What follows belongs to an exercise in optimizing a design on an open flow for small area; a production flow would make more cautious choices. In this exercise RTL edits were held to simulation tests only and were not proved equivalent to the original. No activity file was given, so power comes from the tool's default toggle rates.

==> flow/design.v <==
module lfsr (
    input             clock,
    input             reset,
    output reg [15:0] lfsr_reg
);
    wire feedback = lfsr_reg[15] ^ lfsr_reg[13] ^ lfsr_reg[12] ^ lfsr_reg[10];
    always @(posedge clock or posedge reset) begin
        if (reset)
            lfsr_reg <= 16'hACE1;
        else
            lfsr_reg <= {lfsr_reg[14:0], feedback};
    end
endmodule
module debouncer #(
    parameter limit_timer = 5
)(
    input      clock,
    input      reset,
    input      botao_in,
    output reg out,
    output     pre
);
    function integer bits(input integer n);    
        begin bits = 1; while ((1 << bits) < n) bits = bits + 1; end
    endfunction
    reg sync_0, sync_1;
    reg estado_estavel;
    always @(posedge clock) begin
        sync_0 <= botao_in;
        sync_1 <= sync_0;
    end
    generate if (limit_timer == 5) begin : codes
        localparam [2:0] K0 = 3'd0, K1 = 3'd1, KJ = 3'd2;
        localparam [23:0] SUCC = {3'd6, 3'd4, 3'd4, 3'd4, 3'd7, 3'd1, 3'd3, 3'd1};
        reg [2:0] contador;
        wire just = (contador == KJ);
        wire term = contador == 3'd4 || contador == 3'd5;
        assign pre = estado_estavel & just;
        always @(posedge clock) begin
            if (reset) begin
                contador       <= K0;
                estado_estavel <= 0;
                out            <= 0;
            end else begin
                out <= pre;
                if (sync_1 != estado_estavel) begin
                    if (term) begin
                        estado_estavel <= sync_1;
                        contador       <= KJ;
                    end else
                        contador <= SUCC[contador * 3 +: 3];
                end else
                    contador <= K0;
            end
        end
    end else begin : counter
        localparam W = bits(limit_timer + 2);
        localparam [W-1:0] JC = {W{1'b1}};
        reg [W-1:0] contador;
        wire         just = (contador == JC);
        wire [W-1:0] c    = just ? {W{1'b0}} : contador;
        assign pre = estado_estavel & just;
        always @(posedge clock) begin
            if (reset) begin
                contador       <= 0;
                estado_estavel <= 0;
                out            <= 0;
            end else begin
                out <= pre;
                if (sync_1 != estado_estavel) begin
                    if (c >= limit_timer) begin
                        estado_estavel <= sync_1;
                        contador       <= JC;
                    end else
                        contador <= c + 1'b1;
                end else
                    contador <= 0;
            end
        end
    end endgenerate
endmodule
module driver7seg(b, d);
    input  [3:0] b;
    output [6:0] d;
    localparam [111:0] TAB = {
        7'b0010000, 7'b0000000, 7'b0010000, 7'b0000000,    
        7'b0010000, 7'b0000000, 7'b0010000, 7'b0000000,    
        7'b1111000, 7'b0110010, 7'b0010010, 7'b0011001,    
        7'b0110000, 7'b0100100, 7'b1111001, 7'b1000000};   
    assign d = TAB[b * 7 +: 7];
endmodule
module baralho (
    input            clock,
    input            reset,
    input            we,
    input      [5:0] wa,
    input      [3:0] wd,
    input      [5:0] ra,
    output     [3:0] q
);
    function [3:0] init_val(input integer i);
        init_val = (i % 13) == 0 ? 4'd1 : (i % 13) < 10 ? (i % 13) + 1 : 4'd10;
    endfunction
    wire [6:0] wrow; wire [7:0] wcol;
    wire [6:0] rrow; wire [7:0] rcol;
    genvar g, b;
    generate
        for (g = 0; g < 7; g = g + 1) begin : wrows
            assign wrow[g] = reset | (we && wa[5:3] == g);
        end
        for (g = 0; g < 8; g = g + 1) begin : wcols
            assign wcol[g] = reset | (wa[2:0] == g);
        end
        for (g = 0; g < 7; g = g + 1) begin : rrows
            assign rrow[g] = (ra[5:3] == g);
        end
        for (g = 0; g < 8; g = g + 1) begin : rcols
            assign rcol[g] = (ra[2:0] == g);
        end
    endgenerate
    wire [3:0] wd0 = wd & {4{~reset}};
    wire [3:0] wd1 = wd | {4{reset}};
    wire [3:0] rv [0:51];
    generate
        for (g = 0; g < 52; g = g + 1) begin : ent
            reg  [3:0] val;
            wire       en  = wrow[g / 8] & wcol[g % 8];
            wire [3:0] iv  = init_val(g);
            for (b = 0; b < 4; b = b + 1) begin : bits
                always @(posedge clock)
                    if (en) val[b] <= iv[b] ? wd1[b] : wd0[b];
            end
            assign rv[g] = val;
        end
    endgenerate
    reg [3:0] grp [0:7];
    reg [3:0] acc;
    integer i, k;
    always @(*) begin
        for (k = 0; k < 8; k = k + 1) begin
            grp[k] = 4'd0;
            for (i = k; i < 52; i = i + 8)
                grp[k] = grp[k] | (rv[i] & {4{rrow[i/8]}});
        end
        acc = 4'd0;
        for (k = 0; k < 8; k = k + 1)
            acc = acc | (grp[k] & {4{rcol[k]}});
    end
    assign q = acc;
endmodule
module pontuacao (
    input            clock,
    input            reset,
    input            sel_d,           
    input            add_j, bonus_j,
    input            add_d, bonus_d,
    input      [3:0] v,
    output reg [1:0] tens_j, tens_d,
    output reg [3:0] units_j, units_d
);
    wire [4:0] s     = (sel_d ? units_d : units_j) + v;
    wire       carry = (s >= 10);
    wire [3:0] u     = carry ? s - 5'd10 : s;
    always @(posedge clock) begin
        if (reset) begin
            tens_j <= 0; units_j <= 0;
            tens_d <= 0; units_d <= 0;
        end else begin
            if (add_j) units_j <= u;
            if (add_d) units_d <= u;
            if ((add_j & carry) | bonus_j) tens_j <= tens_j + 1'b1;
            if ((add_d & carry) | bonus_d) tens_d <= tens_d + 1'b1;
        end
    end
endmodule
module main #(
    parameter SIM_DEBOUNCE_TIMER = 20'd5,
    parameter SIM_GAME_TIMER     = 27'd100,
    parameter SIM_SHUFFLE_LIMIT  = 128
)(
    input        CLOCK_50,
    input  [3:0] KEY,
    output [17:0] LEDR,
    output [6:0] HEX0, HEX1,
    output [6:0] HEX4, HEX5
);
    wire reset_clean, reset_pre, hit, stay;
    wire rst = reset_pre | reset_clean;
    debouncer #(.limit_timer(SIM_DEBOUNCE_TIMER)) db_rst
        (.clock(CLOCK_50), .reset(1'b0), .botao_in(~KEY[0]), .out(reset_clean), .pre(reset_pre));
    debouncer #(.limit_timer(SIM_DEBOUNCE_TIMER)) db_hit
        (.clock(CLOCK_50), .reset(rst), .botao_in(~KEY[1]), .out(hit), .pre());
    debouncer #(.limit_timer(SIM_DEBOUNCE_TIMER)) db_stay
        (.clock(CLOCK_50), .reset(rst), .botao_in(~KEY[2]), .out(stay), .pre());
    wire [15:0] lf;
    lfsr RNG (.clock(CLOCK_50), .reset(reset_clean), .lfsr_reg(lf));
    localparam [3:0] S_IDLE = 4'd0,  S_PRE = 4'd1,  S_G   = 4'd2,  S_GW  = 4'd3,
                     S_S    = 4'd6,  S_CP  = 4'd8,  S_CD  = 4'd9,  S_VJ  = 4'd10,
                     S_VD   = 4'd11, S_HJ  = 4'd12, S_HD  = 4'd13, S_SJ  = 4'd14,
                     S_SD   = 4'd15, S_CHK = 4'd4,  S_FIM = 4'd5;
    reg [3:0] st, nst;
    localparam MAXV = (SIM_SHUFFLE_LIMIT > SIM_GAME_TIMER) ? SIM_SHUFFLE_LIMIT : SIM_GAME_TIMER;
    function integer bits(input integer n);    
        begin bits = 1; while ((1 << bits) < n) bits = bits + 1; end
    endfunction
    localparam QW   = bits(MAXV / 52 + 2);     
    localparam [QW+5:0] L_SHUF = (SIM_SHUFFLE_LIMIT / 52) * 64 + SIM_SHUFFLE_LIMIT % 52;
    localparam [QW+5:0] L_TIM  = (SIM_GAME_TIMER / 52) * 64 + SIM_GAME_TIMER % 52;
    localparam [QW+5:0] L_CARD = 10;
    reg  [QW+5:0] cnt;
    wire [5:0]    r    = cnt[5:0];
    wire [QW-1:0] qq   = cnt[QW+5:6];
    wire          zero = (cnt == 0);
    wire          wrap = &qq;
    wire [QW+5:0] dec  = (r == 0) ? {qq - 1'b1, 6'd51} : {qq, r - 1'b1};
    wire          step_add   = (cnt == 6);
    wire          step_bonus = (cnt == 5);
    wire [1:0] pjt, pdt;
    wire [3:0] pju, pdu;
    wire [5:0] pj = {pjt, pju};
    wire [5:0] pd = {pdt, pdu};
    wire pj_over = (pjt == 3) || (pjt == 2 && pju >= 2);
    wire pj_21   = (pjt == 2) && (pju == 1);
    wire pd_over = (pdt == 3) || (pdt == 2 && pdu >= 2);
    wire pd_17   = (pdt >= 2) || (pdt == 1 && pdu >= 7);
    wire pj_le11 = (pjt == 0) || (pjt == 1 && pju <= 1);
    wire pd_le11 = (pdt == 0) || (pdt == 1 && pdu <= 1);
    reg [4:0] endereco;
    wire acc = (lf[10:5] < 52);
    always @(*) begin
        nst = st;
        case (st)
            S_IDLE: if (hit) nst = S_PRE;
            S_PRE:  nst = S_G;
            S_G:    nst = wrap ? S_CP : acc ? S_S : S_G;
            S_GW:   nst = (acc && !wrap) ? S_S : S_G;
            S_S:    nst = S_GW;
            S_CP:   if (zero) nst = (endereco < 4) ? S_CD : S_VJ;
            S_CD:   if (zero) nst = (endereco < 3) ? S_CP : (endereco < 5) ? S_VJ : S_VD;
            S_VJ: begin
                if (pj_over)    nst = S_FIM;
                else if (pj_21) nst = S_VD;
                else if (hit)   nst = S_HJ;
                else if (stay)  nst = S_SJ;
            end
            S_HJ:   if (zero) nst = S_CP;
            S_SJ:   if (zero) nst = S_VD;
            S_VD:   nst = pd_over ? S_FIM : pd_17 ? S_SD : S_HD;
            S_HD:   if (zero) nst = S_CD;
            S_SD:   if (zero) nst = S_CHK;
            S_CHK:  nst = S_FIM;
            S_FIM:  nst = S_FIM;
            default: nst = S_IDLE;
        endcase
    end
    always @(posedge CLOCK_50) begin
        if (rst) st <= S_IDLE;
        else     st <= nst;
    end
    always @(posedge CLOCK_50) begin
        case (st)
            S_PRE:                    cnt <= L_SHUF;
            S_G:                      cnt <= wrap ? L_CARD : cnt;
            S_GW:                     cnt <= cnt;
            S_VJ, S_VD:               cnt <= L_TIM;
            S_CP, S_CD, S_HJ, S_HD:   cnt <= zero ? L_CARD : dec;
            default:                  cnt <= dec;
        endcase
    end
    wire [5:0] a_s   = lf[11:6];             
    wire [5:0] a_w   = lf[12:7];             
    wire [6:0] sumab = a_s + r;
    wire [5:0] b_s   = (sumab >= 52) ? sumab - 7'd52 : sumab[5:0];
    wire       in_s  = (st == S_S);
    wire       in_w  = (st == S_GW);
    wire       card  = (st == S_CP) || (st == S_CD);
    reg  [3:0] T;
    wire [3:0] q;
    wire [5:0] ra = in_s ? b_s : card ? {1'b0, endereco} : lf[10:5];
    baralho MEMORIA (
        .clock(CLOCK_50), .reset(rst),
        .we(in_s | in_w), .wa(in_s ? b_s : a_w), .wd(T),
        .ra(ra), .q(q)
    );
    always @(posedge CLOCK_50)
        if (!(st == S_GW && lf[10:5] == a_w))
            T <= q;
    wire is_p  = (st == S_CP);
    wire is_d  = (st == S_CD);
    wire ace   = (q == 4'd1);
    always @(posedge CLOCK_50) begin
        if (rst) endereco <= 0;
        else if (card && step_bonus) endereco <= endereco + 1'b1;
    end
    pontuacao SCORE (.clock(CLOCK_50), .reset(rst), .sel_d(is_d),
        .add_j(is_p && step_add), .bonus_j(is_p && step_bonus && ace && pj_le11),
        .add_d(is_d && step_add), .bonus_d(is_d && step_bonus && ace && pd_le11),
        .v(q), .tens_j(pjt), .units_j(pju), .tens_d(pdt), .units_d(pdu));
    wire fim = (st == S_FIM);
    assign LEDR[0]    = (st == S_HJ);
    assign LEDR[1]    = (st == S_SJ);
    assign LEDR[2]    = (st == S_HD);
    assign LEDR[3]    = (st == S_SD);
    assign LEDR[14:4] = 11'b0;
    assign LEDR[17]   = fim && !pj_over && (pd_over || pj > pd);
    assign LEDR[16]   = fim && (pj_over || (!pd_over && pd > pj));
    assign LEDR[15]   = fim && !pj_over && !pd_over && pj == pd;
    driver7seg seg_jog_u  (.b(pju),          .d(HEX0));
    driver7seg seg_jog_d  (.b({2'b0, pjt}),  .d(HEX1));
    driver7seg seg_deal_u (.b(pdu),          .d(HEX4));
    driver7seg seg_deal_d (.b({2'b0, pdt}),  .d(HEX5));
endmodule
==> flow/flow/run.sh <==
#!/bin/bash
# Own layout flow: the standard flow, except that synthesis maps the logic
# for area only (ORFS synthesis with its ABC script replaced by flow/abc_area.script
# and without full-adder extraction; the flip-flops are mapped before ABC runs, so
# the registers are the standard synthesis's), and the ports are buffered with
# the smallest buffer.
set -euo pipefail
W=$(pwd)

# ORFS scripts folder with our ABC script in place of abc_area.script
mkdir -p "$W/scripts_area"
for f in "$FLOW_HOME"/scripts/*; do
    ln -sfn "$f" "$W/scripts_area/$(basename "$f")"
done
rm -f "$W/scripts_area/abc_area.script"
cp "$W/flow/abc_area.script" "$W/scripts_area/abc_area.script"

bash standard.sh SCRIPTS_DIR="$W/scripts_area" ADDER_MAP_FILE= synth > "$W/synth.log" 2>&1

export BUFFER_PORTS_ARGS="-buffer_cell sky130_fd_sc_hd__buf_1"
# the standard clock tree arguments, without dummy loads
export CTS_ARGS="-sink_clustering_enable -repair_clock_nets -sink_clustering_size 30 -sink_clustering_max_diameter 100 -buf_list sky130_fd_sc_hd__clkbuf_16 -dont_use_dummy_load"
bash standard.sh finish > "$W/layout.log" 2>&1
==> flow/flow/abc_area.script <==
strash
balance
rewrite
refactor
balance
rewrite
rewrite -z
balance
refactor -z
rewrite -z
balance
&get -n
&dc2
&dch
&nf -R 2000 -a
&put
topo
dnsize -c
==> flow/standard.sh <==
#!/bin/bash
# synth_recipe.tcl (not shown) runs the flow's synth.tcl, then flattens the netlist and writes it again
# the make line also repeats each setting of config.mk as NAME=value (left out here)
make -C /OpenROAD-flow-scripts/flow DESIGN_CONFIG=/design/flow/config.mk WORK_HOME=/design/flow/orfs CLKGATE_MAP_FILE= SYNTH_SCRIPT=/design/flow/synth_recipe.tcl "${@:-finish}"
==> flow/config.mk <==
export PLATFORM = sky130hd
export DESIGN_NAME = main
export DESIGN_NICKNAME = main
export VERILOG_FILES = /design/flow/design.v
export SDC_FILE = /design/flow/constraint.sdc
export NUM_CORES = 4
export LEC_CHECK = 0
export ABC_AREA = 1
export CAP_MARGIN = 0
export CORE_MARGIN = 2
export CORE_UTILIZATION = 75
export CTS_BUF_LIST = sky130_fd_sc_hd__clkbuf_16
export CTS_CLUSTER_DIAMETER = 100
export CTS_CLUSTER_SIZE = 30
export PLACE_DENSITY = 0.85
export SLEW_MARGIN = 0
==> flow/constraint.sdc <==
create_clock -name core_clock -period 10.0 [get_ports {CLOCK_50}]
set_input_delay 2.0000 -clock core_clock [delete_from_list [all_inputs] [get_ports {CLOCK_50}]]
set_output_delay 2.0000 -clock core_clock [all_outputs]
set_load 0.01 [all_outputs]
==> results of run 1 <==
-- layout make-up --
type / instances / area, sq um
timing repair buffer: 48 / 225.2
inverter: 29 / 108.9
sequential: 278 / 7868
clock buffer: 13 / 325.3
fill: 855 / 2875
multi-input combinational: 611 / 3452
tap: 188 / 235.2
-- worst max-delay path, delay by kind of cell, from the launching register on --
kind                   cells  cell delay [ns]
AO/OA/AOI/OAI             13             3.56
XOR/XNOR                   4             0.84
buffers and inverters      4             0.69
flip-flops                 1             0.64
AND/OR/NAND/NOR            9             1.27
-- how the worst min path moves through the flow --
stage | from | end | cells after the start
finish | db_rst.out | RNG.lfsr_reg[8] | 1
global route | RNG.lfsr_reg[1] | RNG.lfsr_reg[2] | 0
floorplan | db_rst.out | RNG.lfsr_reg[12] | 1
CTS | db_rst.out | RNG.lfsr_reg[8] | 1
detailed placement | db_rst.out | RNG.lfsr_reg[8] | 1
global placement | db_rst.out | RNG.lfsr_reg[8] | 1
-- cells in the final DEF (no fill, tap or decap), types with 8 or more instances in the layout --
cell type | Yosys | routed
dfxtp_1 | 41 | 41
a22oi_1 | 36 | 36
conb_1 | 1 | 13
and2_0 | 15 | 13
clkinv_1 | 29 | 29
nand3_1 | 26 | 26
nor2b_1 | 17 | 17
buf_1 | 0 | 36
a222oi_1 | 49 | 49
o21ai_0 | 46 | 46
a31oi_1 | 17 | 17
nor3_1 | 24 | 23
dfrtp_1 | 8 | 8
edfxtp_1 | 221 | 221
nand2b_1 | 8 | 8
clkbuf_16 | 0 | 13
dfstp_2 | 8 | 8
buf_4 | 17 | 12
xnor2_1 | 15 | 15
and3_1 | 8 | 8
a21oi_1 | 66 | 66
nor2_1 | 135 | 130
nand2_1 | 69 | 69
-- power by group --
part           internal (uW)  leakage [uW]  total (uW)  switching, uW
clock                    236      0.000160         559            323
combinational            243       0.00127         857            613
sequential              1470       0.00256        1550           77.7
total                   1950       0.00399        2960           1010
-- layer usage --
metal  vias up  global-route usage (%)
met5         -                       0
met4         0                   13.96
met3       100                   5.551
met2       556                   59.86
met1      3910                   43.97
li1       3648                       -
-- through the flow --
stage / power [uW] / instance area [sq um] / instances
after global placement: 2336 / 11890 / 1154
after floorplan: 2111 / 11540 / 935
after detailed placement: 2395 / 11890 / 1154
after CTS: 2934 / 12210 / 1167
final: 2962 / 12210 / 1167
after global routing: 3074 / 12210 / 1167
-- logic make-up (layout without fill, tap and decap cells) --
group | Yosys count | after routing | share of synthesized area, %
AND/OR/NAND/NOR | 328 | 328 | 12.94
flip-flops | 278 | 278 | 68.45
AO/OA/AOI/OAI | 244 | 244 | 14.49
buffers and inverters | 46 | 90 | 2.057
XOR/XNOR | 22 | 22 | 1.677
multiplexers | 4 | 4 | 0.3484
other | 1 | 13 | 0.03263
==> flow_summary.toml, run 1 <==
[clock_tree]
root_buffer = "clkbuf_16"
cts_tree = "done"
cts_buffers = 13
cts_resized = 0
cts_buffer_depth = 3
htreeDepth = 1
clk_latency_ns = 0.49
post_cts_buffers = 0
hold_buffers = 0
clk_pin_slew_worst_paths_ns = 0.11
cts.sinks = 278

[global_route]
grt_first_pass_wirelength_um = 43130
grt_start_max_net_pins = 37
grt_pass1_vias = 8125
grtUsageTotal_pct = 34.50
antenna_found_initial = 0
grt_overflow_total = 0

[sta]
holdWs_ns = 0.2718
fmaxAchievable_mhz = 139.9
relSlewSlack_pct = 6.859
tns_ns = 0
fin_worst_skew_ns = 0.05469
rsz0062_at_grt = "no"
post-route-min-period_ns = 7.148
hold_viol = 0
finalMaxSlewViolations = 0
setup_violations = 0
worst_slew_pin_slew_ns = 1.397
final.setup.worst_slack_ns = 2.852
fin_crit_sh_pct = 71.48

[yosys]
synth-seq-cells = 278
yosys-top-cells-count = "221 x edfxtp_1, 135 x nor2_1, 69 x nand2_1, 66 x a21oi_1, 49 x a222oi_1"
yosys_warnings = 6
netlist_area_sq_um = 11490
synth_edf_count = 221
synth_cell_types = 46
synth.area.top_cells = "edfxtp_1 58%, dfxtp_1 7.1%, nor2_1 4.4%"
ys.flop_type = "edfxtp_1"
synth_area_per_cell_sq_um = 12.45
ys_async_sr_fraction_pct = 5.755
synth_top_area_share_pct = 57.74
synthCells = 923
yosysMostFrequentCell = "edfxtp_1"
ys_seq_area_share_pct = 68.45
synth_top_area_cell = "edfxtp_1"

[placed_design]
pre_cts_ws_ns = 3.021
gp_congestion = 0.9325
io_buffers = 36
dp_hpwl_um = 17950

[worst_setup_path]
r2r-start = "RNG.lfsr_reg[7]"
r2r-end = "SCORE.tens_d[1]"
critical_path.max_fanout = 32
crit_required_ns = 10.38
startpoint_type = "flip-flop"
cpMaxStageDelayCell = "dfstp_2"
cp-end-kind = "flip-flop"
timing.critical_path.to = "SCORE.tens_d[1]"
critPathMaxStageDelay_ns = 0.64
critPathKind = "reg2reg"
crit_start = "RNG.lfsr_reg[7]"
crit_arrival_ns = 7.53
rr_worst_depth = 30
regToRegSetupSlack_ns = 2.85

[job]
max_cap_viol_count = 0

[final_layout]
largest_reg_flops = 208
diodes = 0
layout-drive-gt1-share_pct = 3.984
final_util_pct = 80.95
finalNetCount = 986
area_growth_pct = 6.270

[drt]
top_layer_used = "met4"
drc = 0
vias = 8214
wl_met1_um = 9728
avgRoutedWirePerCell_um = 23.80
first_pass_iters = 9
route.met3.wl_um = 2891
drt_iter0_markers = 1075
wl_met2_um = 14000
vias_per_cell = 7.039
drt-total-wl_um = 27770
antenna_left = 0

[die]
core.rowCount = 45
fp.dieW_um = 127.8
die_area_sq_um = 16330
die_y_um = 127.8
initial_core_util_pct = 76.17
core_sq_um = 15090
io_pins = 51

[power_and_ir_drop]
p_per_area_nw_per_um2 = 242.5
p_leak_uw = 0.003988
ir_drop_uv = 194.4

[run_status]
status = "timing/DRC/antenna clean"

[min_path]
min_path_type = "reg2async"
==> run 2: changes to the inputs <==
--- a/flow/flow/run.sh
+++ b/flow/flow/run.sh
@@ -19,2 +19,4 @@
 
+# one tie cell for all constant outputs
+export SKIP_REPAIR_TIE_FANOUT=1
 export BUFFER_PORTS_ARGS="-buffer_cell sky130_fd_sc_hd__buf_1"
==> flow_summary.toml, run 2 <==
[worst_setup_path]
crit_arrival_ns = 7.57
critPathMaxStageDelay_ns = 0.63
critPathKind = "reg2reg"
startpoint_type = "flip-flop"
cp-end-kind = "flip-flop"
crit_required_ns = 10.39
timing.critical_path.to = "SCORE.tens_d[1]"
regToRegSetupSlack_ns = 2.82
critical_path.max_fanout = 32
rr_worst_depth = 30
r2r-end = "SCORE.tens_d[1]"
cpMaxStageDelayCell = "dfstp_2"
crit_start = "RNG.lfsr_reg[7]"
r2r-start = "RNG.lfsr_reg[7]"

[yosys]
yosys_warnings = 6
netlist_area_sq_um = 11490
synth_edf_count = 221
ys_async_sr_fraction_pct = 5.755
synth-seq-cells = 278
yosysMostFrequentCell = "edfxtp_1"
synth.area.top_cells = "edfxtp_1 58%, dfxtp_1 7.1%, nor2_1 4.4%"
ys_seq_area_share_pct = 68.45
synth_area_per_cell_sq_um = 12.45
synth_cell_types = 46
synth_top_area_cell = "edfxtp_1"
synthCells = 923
yosys-top-cells-count = "221 x edfxtp_1, 135 x nor2_1, 69 x nand2_1, 66 x a21oi_1, 49 x a222oi_1"
ys.flop_type = "edfxtp_1"
synth_top_area_share_pct = 57.74

[die]
die_y_um = 127.8
fp.dieW_um = 127.8
die_area_sq_um = 16330
initial_core_util_pct = 76.17
core.rowCount = 45
io_pins = 51
core_sq_um = 15090

[sta]
setup_violations = 0
fin_crit_sh_pct = 71.82
final.setup.worst_slack_ns = 2.818
post-route-min-period_ns = 7.182
hold_viol = 0
holdWs_ns = 0.2645
fin_worst_skew_ns = 0.05267
worst_slew_pin_slew_ns = 1.286
relSlewSlack_pct = 14.29
rsz0062_at_grt = "no"
fmaxAchievable_mhz = 139.2
finalMaxSlewViolations = 0
tns_ns = 0

[final_layout]
largest_reg_flops = 208
final_common_cell = "edfxtp_1"
num-fill-cells = 875
diodes = 0
layout-drive-gt1-share_pct = 4.132
finalNetCount = 975
instances_no_fill = 1156
multiInputGateArea_sq_um = 3407
final-seq-area_sq_um = 7868
area_growth_pct = 5.944
final_cell_mix = "221 x edfxtp_1, 130 x nor2_1, 69 x nand2_1, 66 x a21oi_1, 49 x a222oi_1"
final_util_pct = 80.70

[min_path]
min_path_type = "reg2async"

[drt]
antenna_left = 0
avgRoutedWirePerCell_um = 24.11
first_pass_iters = 9
drt_iter0_markers = 1100
drt-total-wl_um = 27870
vias = 8255
drc = 0
vias_per_cell = 7.141

[clock_tree]
hold_buffers = 0
cts_buffer_depth = 3
cts_resized = 0
cts.sinks = 278
htreeDepth = 1
root_buffer = "clkbuf_16"
cts_buffers = 13
clk_pin_slew_worst_paths_ns = 0.11
post_cts_buffers = 0
cts_tree = "done"
clk_latency_ns = 0.49

[power_and_ir_drop]
p_leak_uw = 0.003953
ir_drop_uv = 181.0
p_per_area_nw_per_um2 = 242.4

[global_route]
antenna_found_initial = 0
grt_first_pass_wirelength_um = 42940
grt_overflow_total = 0
grt_start_max_net_pins = 37
grt_pass1_vias = 8135
grtUsageTotal_pct = 34.51

[placed_design]
io_buffers = 36
dp_hpwl_um = 18090
placedCellCount = 1143
gp_congestion = 0.9395
pre_cts_ws_ns = 3.188

[job]
max_cap_viol_count = 0

[run_status]
status = "timing/DRC/antenna clean"
-- run 2: worst min path at each step --
stage	start	to	slack, ns	cells past startpoint
global route	db_rst.sync_0	db_rst.sync_1	0.29	0
CTS	db_rst.out	RNG.lfsr_reg[8]	0.28	1
global placement	db_rst.out	RNG.lfsr_reg[8]	0.25	1
floorplan	db_rst.out	RNG.lfsr_reg[12]	0.19	1
detailed placement	db_rst.out	RNG.lfsr_reg[8]	0.27	1
finish	db_rst.out	RNG.lfsr_reg[8]	0.26	1
-- run 2: power by group --
group,switching (uW),internal [uW],total (uW),leakage [uW]
clock,321,236,557,0.000160
combinational,603,245,848,0.00123
sequential,78.3,1470,1550,0.00256
-- run 2: worst max-delay path: cells and delay by family (launching register included) --
family	cells	cell delay, ns
AOI/OAI and AO/OA	13	3.58
and+or+nand+nor	9	1.31
xor gates and xnor gates	4	0.84
buffers and inverters	4	0.71
DFF	1	0.63
-- run 2: through the flow --
stage                     power [uW]  cell area (sq um)
after global placement          2334              11850
after detailed placement        2384              11850
after global routing            3057              12180
final                           2951              12180
after CTS                       2918              12180
after floorplan                 2111              11490
-- run 2: kinds of logic (layout without fill, tap and decap cells) --
kind of cell	count (synthesis)	after routing	share of synthesized area, %
simple gates	328	328	12.94
flops	278	278	68.45
compound gates	244	244	14.49
buf+inv	46	91	2.057
xor+xnor	22	22	1.677
mux	4	4	0.3484
other cells	1	1	0.03263
-- run 2: area by class of cell --
| type | instances | share of cell area (%) |
|---|---|---|
| well taps | 188 | 1.932 |
| clock buffers | 13 | 2.672 |
| multi-input cells | 599 | 27.98 |
| repair buffers | 49 | 1.911 |
| inverters | 29 | 0.8940 |
| flip-flops and latches | 278 | 64.61 |
-- run 2: routing by layer --
metal | track usage [%] | routed length, um | share of wire [%] | vias up
li1 | - | - | - | 3643
met1 | 43.32 | 10040 | 36 | 3920
met2 | 60.43 | 13910 | 50 | 590
met3 | 5.927 | 2823 | 10 | 102
met4 | 13.70 | 1098 | 3.9 | 0
met5 | 0 | 0 | 0 | -
==> run 3: changes to the inputs <==
--- a/flow/flow/run.sh
+++ b/flow/flow/run.sh
@@ -19,4 +19,5 @@
 
-# one tie cell for all constant outputs
-export SKIP_REPAIR_TIE_FANOUT=1
+# remove the buffers synthesis left on pass-through nets (placement is not
+# timing driven, so global placement does not remove them)
+export REMOVE_ABC_BUFFERS=1
 export BUFFER_PORTS_ARGS="-buffer_cell sky130_fd_sc_hd__buf_1"
--- a/flow/config.mk
+++ b/flow/config.mk
@@ -14,2 +14,3 @@
 export CTS_CLUSTER_SIZE = 30
+export GPL_TIMING_DRIVEN = 0
 export PLACE_DENSITY = 0.85
==> flow_summary.toml, run 3 <==
[drt]
avgRoutedWirePerCell_um = 23.63
drc = 0
drt-total-wl_um = 27550
vias_per_cell = 7.172
first_pass_iters = 6
vias = 8363
drt_iter0_markers = 1223
antenna_left = 0

[global_route]
grt_overflow_total = 0
grt_first_pass_wirelength_um = 42320
grt_start_max_net_pins = 33
antenna_found_initial = 0
grtUsageTotal_pct = 33.84
grt_pass1_vias = 7929

[worst_setup_path]
critical_path.max_fanout = 19
worst-path-buf-inv = 3
cp_common_cell = "nand2_1"
crit_family = "compound AO/OA/AOI/OAI gates"
cp-end-kind = "flip-flop"
r2r-start = "RNG.lfsr_reg[7]"
rr_worst_depth = 29
cpMaxStageDelayCell = "nor2_2"
startpoint_type = "flip-flop"
critPathKind = "reg2reg"
crit_arrival_ns = 7.46
critPathMaxStageDelay_ns = 0.73
regToRegSetupSlack_ns = 2.90
r2r-end = "SCORE.tens_d[1]"
crit_required_ns = 10.36

[final_layout]
final_common_cell = "edfxtp_1"
finalNetCount = 985
area_growth_pct = 7.402
largest_reg_flops = 208
diodes = 0
final_cell_mix = "221 x edfxtp_1, 130 x nor2_1, 69 x nand2_1, 66 x a21oi_1, 49 x a222oi_1"
num-fill-cells = 833
instances_no_fill = 1166
layout-drive-gt1-share_pct = 3.885

[yosys]
synth.area.top_cells = "edfxtp_1 58%, dfxtp_1 7.1%, nor2_1 4.4%"
synth_top_area_cell = "edfxtp_1"
yosys-top-cells-count = "221 x edfxtp_1, 135 x nor2_1, 69 x nand2_1, 66 x a21oi_1, 49 x a222oi_1"
synthCells = 923
synth_edf_count = 221
ys.flop_type = "edfxtp_1"
synth_top_family_by_area = "compound AO/OA/AOI/OAI gates"
synthSimpleGateAreaFrac_pct = 12.94
synth_mux_area_share_pct = 0.3484
ys_async_sr_fraction_pct = 5.755
netlist_area_sq_um = 11490
synth_xor_area_share_pct = 1.676
ys_seq_area_share_pct = 68.45
yosys_warnings = 6
synth-seq-cells = 278
synthAdderAreaFrac_pct = 0
yosysMostFrequentCell = "edfxtp_1"
synth_cell_types = 46
synth_top_area_share_pct = 57.74
synth_compound_area_share_pct = 14.49
synth_area_per_cell_sq_um = 12.45

[run_status]
status = "timing/DRC/antenna clean"

[clock_tree]
clk_latency_ns = 0.49
cts_resized = 0
post_cts_buffers = 0
cts_buffers = 13
hold_buffers = 0
cts.sinks = 278
root_buffer = "clkbuf_16"
clk_pin_slew_worst_paths_ns = 0.11
cts_tree = "done"
htreeDepth = 1
cts_buffer_depth = 3

[sta]
worst_slew_pin_slew_ns = 1.367
rsz0062_at_grt = "no"
post-route-min-period_ns = 7.101
finalMaxSlewViolations = 0
fin_crit_sh_pct = 71.01
hold_viol = 0
fin_worst_skew_ns = 0.06119
relSlewSlack_pct = 8.418
fmaxAchievable_mhz = 140.8
tns_ns = 0
setup_violations = 0

[power_and_ir_drop]
power_frac_clock_pct = 18.8
combPwrFrac_pct = 29.3
sw_frac_of_total_pct = 33.91
p_switching_uw = 1009
p_per_area_nw_per_um2 = 241.0
p_leak_uw = 0.004027
p_int_uw = 1966
pwr-share-seq_pct = 51.9
ir_drop_uv = 210.0

[min_path]
min_path_type = "reg2async"

[placed_design]
gp_congestion = 0.9651
dp_hpwl_um = 18850
placedCellCount = 1153
io_buffers = 36

[die]
die_y_um = 127.8
die_area_sq_um = 16330
initial_core_util_pct = 76.17
core.rowCount = 45
core_sq_um = 15090
io_pins = 51
fp.dieW_um = 127.8

[job]
max_cap_viol_count = 0
## run 3: kinds of logic (layout without fill, tap and decap cells)
| logic type | after synthesis | count (layout) |
|---|---|---|
| multiplexers | 4 | 4 |
| other | 1 | 13 |
| AND/OR/NAND/NOR | 328 | 328 |
| XOR/XNOR | 22 | 22 |
| flip-flops | 278 | 278 |
| buffers and inverters | 46 | 89 |
| AO/OA/AOI/OAI | 244 | 244 |
## run 3: final cells by class
cell class	count	area [sq um]	area share, %
Tap cell	188	235.2	1.906
Sequential cell	278	7868	63.73
Multi-Input combinational cell	611	3452	27.96
Timing Repair Buffer	47	355.3	2.879
Inverter	29	108.9	0.8818
Clock buffer	13	325.3	2.635
## run 3: worst max-delay path by stage
stage	from	to	slack [ns]	cells past startpoint
2_1_floorplan	RNG.lfsr_reg[7]	SCORE.tens_d[1]	3.54	29
3_3_place_gp	RNG.lfsr_reg[7]	SCORE.tens_d[1]	1.48	29
3_5_place_dp	RNG.lfsr_reg[7]	SCORE.tens_d[1]	3.15	29
4_1_cts	RNG.lfsr_reg[7]	SCORE.tens_d[1]	3.11	29
5_1_grt	RNG.lfsr_reg[7]	SCORE.tens_d[1]	2.38	29
6_report	RNG.lfsr_reg[7]	SCORE.tens_d[1]	2.90	29
## run 3: routing by layer
layer	GRT usage, %	wire (um)	vias up
met5	0	0	-
met4	13.06	1343	0
met3	5.718	2845	117
met2	57.12	13380	644
met1	44.79	9979	3949
li1	-	-	3653
## run 3: through the flow
| step | hold WS [ns] | utilization (%) | total power (uW) | setup WS (ns) | instance area [sq um] |
|---|---|---|---|---|---|
| detailed placement | 0.2791 | 79.65 | 2412 | 3.151 | 12020 |
| global placement | 0.2462 | 78.08 | 2334 | 1.485 | 11780 |
| finish | 0.2766 | 81.81 | 2975 | 2.899 | 12340 |
| global route | 0.2917 | 81.81 | 3091 | 2.380 | 12340 |
| floorplan | 0.1853 | - | 2106 | 3.542 | 11410 |
| CTS | 0.2875 | 81.81 | 2941 | 3.110 | 12340 |
## run 3: power groups by stage
stage	Combinational, uW	Clock [uW]	Sequential [uW]
4_1_cts	846	554	1540
3_3_place_gp	770	0	1560
3_5_place_dp	844	0	1570
2_1_floorplan	562	0	1540
5_1_grt	939	596	1560
6_report	871	559	1540
## run 3: worst register-to-register path, delay by kind of cell (launching register included)
kind	cells	cell delay, ns
AO/OA/AOI/OAI	12	2.63
XOR/XNOR	4	0.96
buffers and inverters	3	0.57
flip-flops	1	0.64
AND/OR/NAND/NOR	10	2.17
==> run 4: changes to the inputs <==
--- a/flow/flow/run.sh
+++ b/flow/flow/run.sh
@@ -19,8 +19,7 @@
 
-# remove the buffers synthesis left on pass-through nets (placement is not
-# timing driven, so global placement does not remove them)
-export REMOVE_ABC_BUFFERS=1
+# one tie cell for all constant outputs
+export SKIP_REPAIR_TIE_FANOUT=1
 export BUFFER_PORTS_ARGS="-buffer_cell sky130_fd_sc_hd__buf_1"
 # the standard clock tree arguments, without dummy loads
-export CTS_ARGS="-sink_clustering_enable -repair_clock_nets -sink_clustering_size 30 -sink_clustering_max_diameter 100 -buf_list sky130_fd_sc_hd__clkbuf_16 -dont_use_dummy_load"
+export CTS_ARGS="-sink_clustering_enable -repair_clock_nets -sink_clustering_size 30 -sink_clustering_max_diameter 100 -buf_list sky130_fd_sc_hd__clkbuf_16 -root_buf sky130_fd_sc_hd__clkbuf_8 -tree_buf sky130_fd_sc_hd__clkbuf_8 -sink_clustering_buffer sky130_fd_sc_hd__clkbuf_16 -dont_use_dummy_load"
 bash standard.sh finish > "$W/layout.log" 2>&1
--- a/flow/config.mk
+++ b/flow/config.mk
@@ -14,3 +14,2 @@
 export CTS_CLUSTER_SIZE = 30
-export GPL_TIMING_DRIVEN = 0
 export PLACE_DENSITY = 0.85
==> flow_summary.toml, run 4 <==
[drt]
first_pass_iters = 8
vias = 8190
drt-total-wl_um = 27820
avgRoutedWirePerCell_um = 24.07
vias_per_cell = 7.085
drc = 0
drt_iter0_markers = 1102
antenna_left = 0

[global_route]
grt_use_met1_pct = 42.74
grt_first_pass_wirelength_um = 42880
grt.busiest_layer = "met2"
grtUsageTotal_pct = 34.43
grt_util_met2_pct = 60.24
grt_start_max_net_pins = 37
antenna_found_initial = 0
met3_usage_pct = 6.636
grt_pass1_vias = 8130
grt_overflow_total = 0

[clock_tree]
cts_buffers = 13
clk_pin_slew_worst_paths_ns = 0.11
post_cts_buffers = 0
root_buffer = "clkbuf_8"
cts_buffer_depth = 3
hold_buffers = 0
clk_latency_ns = 0.53
cts.sinks = 278
cts_tree = "done"
cts_resized = 0
htreeDepth = 1

[worst_setup_path]
worst-path-buf-inv = 4
startpoint_type = "flip-flop"
critPathMaxStageDelay_ns = 0.63
timing.critical_path.to = "SCORE.tens_d[1]"
crit_arrival_ns = 7.43
crit_required_ns = 10.43
regToRegSetupSlack_ns = 3.00
critPathKind = "reg2reg"
cp_num_cells = 30
crit_start = "RNG.lfsr_reg[7]"
r2r-end = "SCORE.tens_d[1]"
r2r-start = "RNG.lfsr_reg[7]"
critical_path.max_fanout = 32
cpMaxStageDelayCell = "dfstp_2"
rr_worst_depth = 30
crit_family = "compound AO/OA/AOI/OAI gates"
cp-end-kind = "flip-flop"

[sta]
fin_crit_sh_pct = 70.04
worst_slew_pin_slew_ns = 1.246
hold_viol = 0
relSlewSlack_pct = 16.94
fmaxAchievable_mhz = 142.8
setup_violations = 0
rsz0062_at_grt = "no"
post-route-min-period_ns = 7.004
tns_ns = 0
fin_worst_skew_ns = 0.05177
finalMaxSlewViolations = 0

[placed_design]
io_buffers = 36
dp_hpwl_um = 18090
gp_congestion = 0.9395

[final_layout]
final_cell_mix = "221 x edfxtp_1, 130 x nor2_1, 69 x nand2_1, 66 x a21oi_1, 49 x a222oi_1"
final_common_cell = "edfxtp_1"
layout-drive-gt1-share_pct = 4.132
final_util_pct = 80.47
finalNetCount = 975
diodes = 0
largest_reg_flops = 208
area_growth_pct = 5.650

[run_status]
status = "timing/DRC/antenna clean"

[die]
core_sq_um = 15090
fp.dieW_um = 127.8
io_pins = 51
core.rowCount = 45
die_y_um = 127.8
die_area_sq_um = 16330
initial_core_util_pct = 76.17

[yosys]
synth_edf_count = 221
synth_cell_types = 46
yosys_warnings = 6
synth_mux_area_share_pct = 0.3484
synth_top_area_share_pct = 57.74
synth_compound_area_share_pct = 14.49
synth_top_area_cell = "edfxtp_1"
synth.area.top_cells = "edfxtp_1 58%, dfxtp_1 7.1%, nor2_1 4.4%"
ys_seq_area_share_pct = 68.45
yosys-top-cells-count = "221 x edfxtp_1, 135 x nor2_1, 69 x nand2_1, 66 x a21oi_1, 49 x a222oi_1"
netlist_area_sq_um = 11490
synthSimpleGateAreaFrac_pct = 12.94
yosysMostFrequentCell = "edfxtp_1"
ys.flop_type = "edfxtp_1"
synth_area_per_cell_sq_um = 12.45
synthAdderAreaFrac_pct = 0
synthCells = 923
synth_xor_area_share_pct = 1.676
synth_top_family_by_area = "compound AO/OA/AOI/OAI gates"
ys_async_sr_fraction_pct = 5.755
synth-seq-cells = 278

[power_and_ir_drop]
ir_drop_uv = 174.8
p_per_area_nw_per_um2 = 240.3
p_leak_uw = 0.003938

[job]
max_cap_viol_count = 0

[min_path]
min_path_type = "reg2async"
## run 4: layer usage
| layer | up-vias | routed length [um] |
|---|---|---|
| met5 | - | 0 |
| met4 | 0 | 1037 |
| met3 | 94 | 3023 |
| met2 | 571 | 13890 |
| met1 | 3875 | 9874 |
| li1 | 3650 | - |
## run 4: final cells by class
type | instances | area, sq um
tap | 188 | 235.2
inverter | 29 | 108.9
timing repair buffer | 49 | 232.7
clock buffer | 13 | 291.5
sequential | 278 | 7868
fill | 886 | 2947
multi-input combinational | 599 | 3407
## run 4: worst reg2reg max path, delay by kind of cell (launching register included)
| family | cells | cell delay (ns) |
|---|---|---|
| xor+xnor | 4 | 0.85 |
| compound gates | 13 | 3.43 |
| buf+inv | 4 | 0.69 |
| simple gates | 9 | 1.29 |
| flops | 1 | 0.63 |
## run 4: cell families (layout without fill, tap and decap cells)
kind of cell | Yosys count | count (layout)
AOI/OAI and AO/OA | 244 | 244
xor gates and xnor gates | 22 | 22
and+or+nand+nor | 328 | 328
muxes | 4 | 4
other | 1 | 1
buffers and inverters | 46 | 91
DFF | 278 | 278
## run 4: how the worst min path moves through the flow
| stage | end | slack (ns) |
|---|---|---|
| floorplan | RNG.lfsr_reg[12] | 0.19 |
| global placement | RNG.lfsr_reg[8] | 0.25 |
| detailed placement | RNG.lfsr_reg[8] | 0.27 |
| CTS | RNG.lfsr_reg[2] | 0.28 |
| global route | db_rst.sync_1 | 0.29 |
| finish | RNG.lfsr_reg[8] | 0.27 |
## run 4: per-stage QoR
| step | hold WS, ns | cell area [sq um] | cells | power, uW | setup slack, ns |
|---|---|---|---|---|---|
| after CTS | 0.2763 | 12140 | 1156 | 2890 | 3.135 |
| after detailed placement | 0.2652 | 11850 | 1143 | 2384 | 3.188 |
| after floorplan | 0.1853 | 11490 | 923 | 2111 | 3.542 |
| final | 0.2662 | 12140 | 1156 | 2918 | 2.996 |
| after global routing | 0.2893 | 12140 | 1156 | 3029 | 2.530 |
| after global placement | 0.2470 | 11850 | 1143 | 2334 | 3.697 |
## run 4: power breakdown
group,total [uW],internal (uW),switching [uW]
sequential,1550,1470,78.4
clock,527,208,319
combinational,845,245,599
total,2920,1920,997

re-timing with driven ports:
In the flow no input, the clock included, has a driving cell. The finished layouts below were timed again as built, in two steps. Step 1 sets driving cells, clkbuf_16 on the clock port and buf_2 on the other inputs (assumed; they add their load-dependent delay and slew). Step 2, shift: input delay + t, output delay - t, t = (earliest + latest rising clock arrival at the registers) / 2. This alone moves slack from input paths to output paths. Three values: ideal, step 1, step 2; two values: the first two.
| run | t, ns | slack for setup (ns) | latest minus earliest clock arrival (ns) | slew at the worst register clock pin (ns) |
|---|---|---|---|---|
| run 1 | 0.508 | 2.852 / 2.852 / 2.852 | 0.055 / 0.055 | 0.11 / 0.11 |
| run 2 | 0.505 | 2.818 / 2.818 / 2.818 | 0.053 / 0.052 | 0.11 / 0.11 |
| run 3 | 0.500 | 2.899 / 2.899 / 2.899 | 0.061 / 0.062 | 0.11 / 0.11 |
| run 4 | 0.544 | 2.996 / 2.996 / 2.996 | 0.052 / 0.051 | 0.11 / 0.11 |
After both steps setup and hold are still met in every run listed.
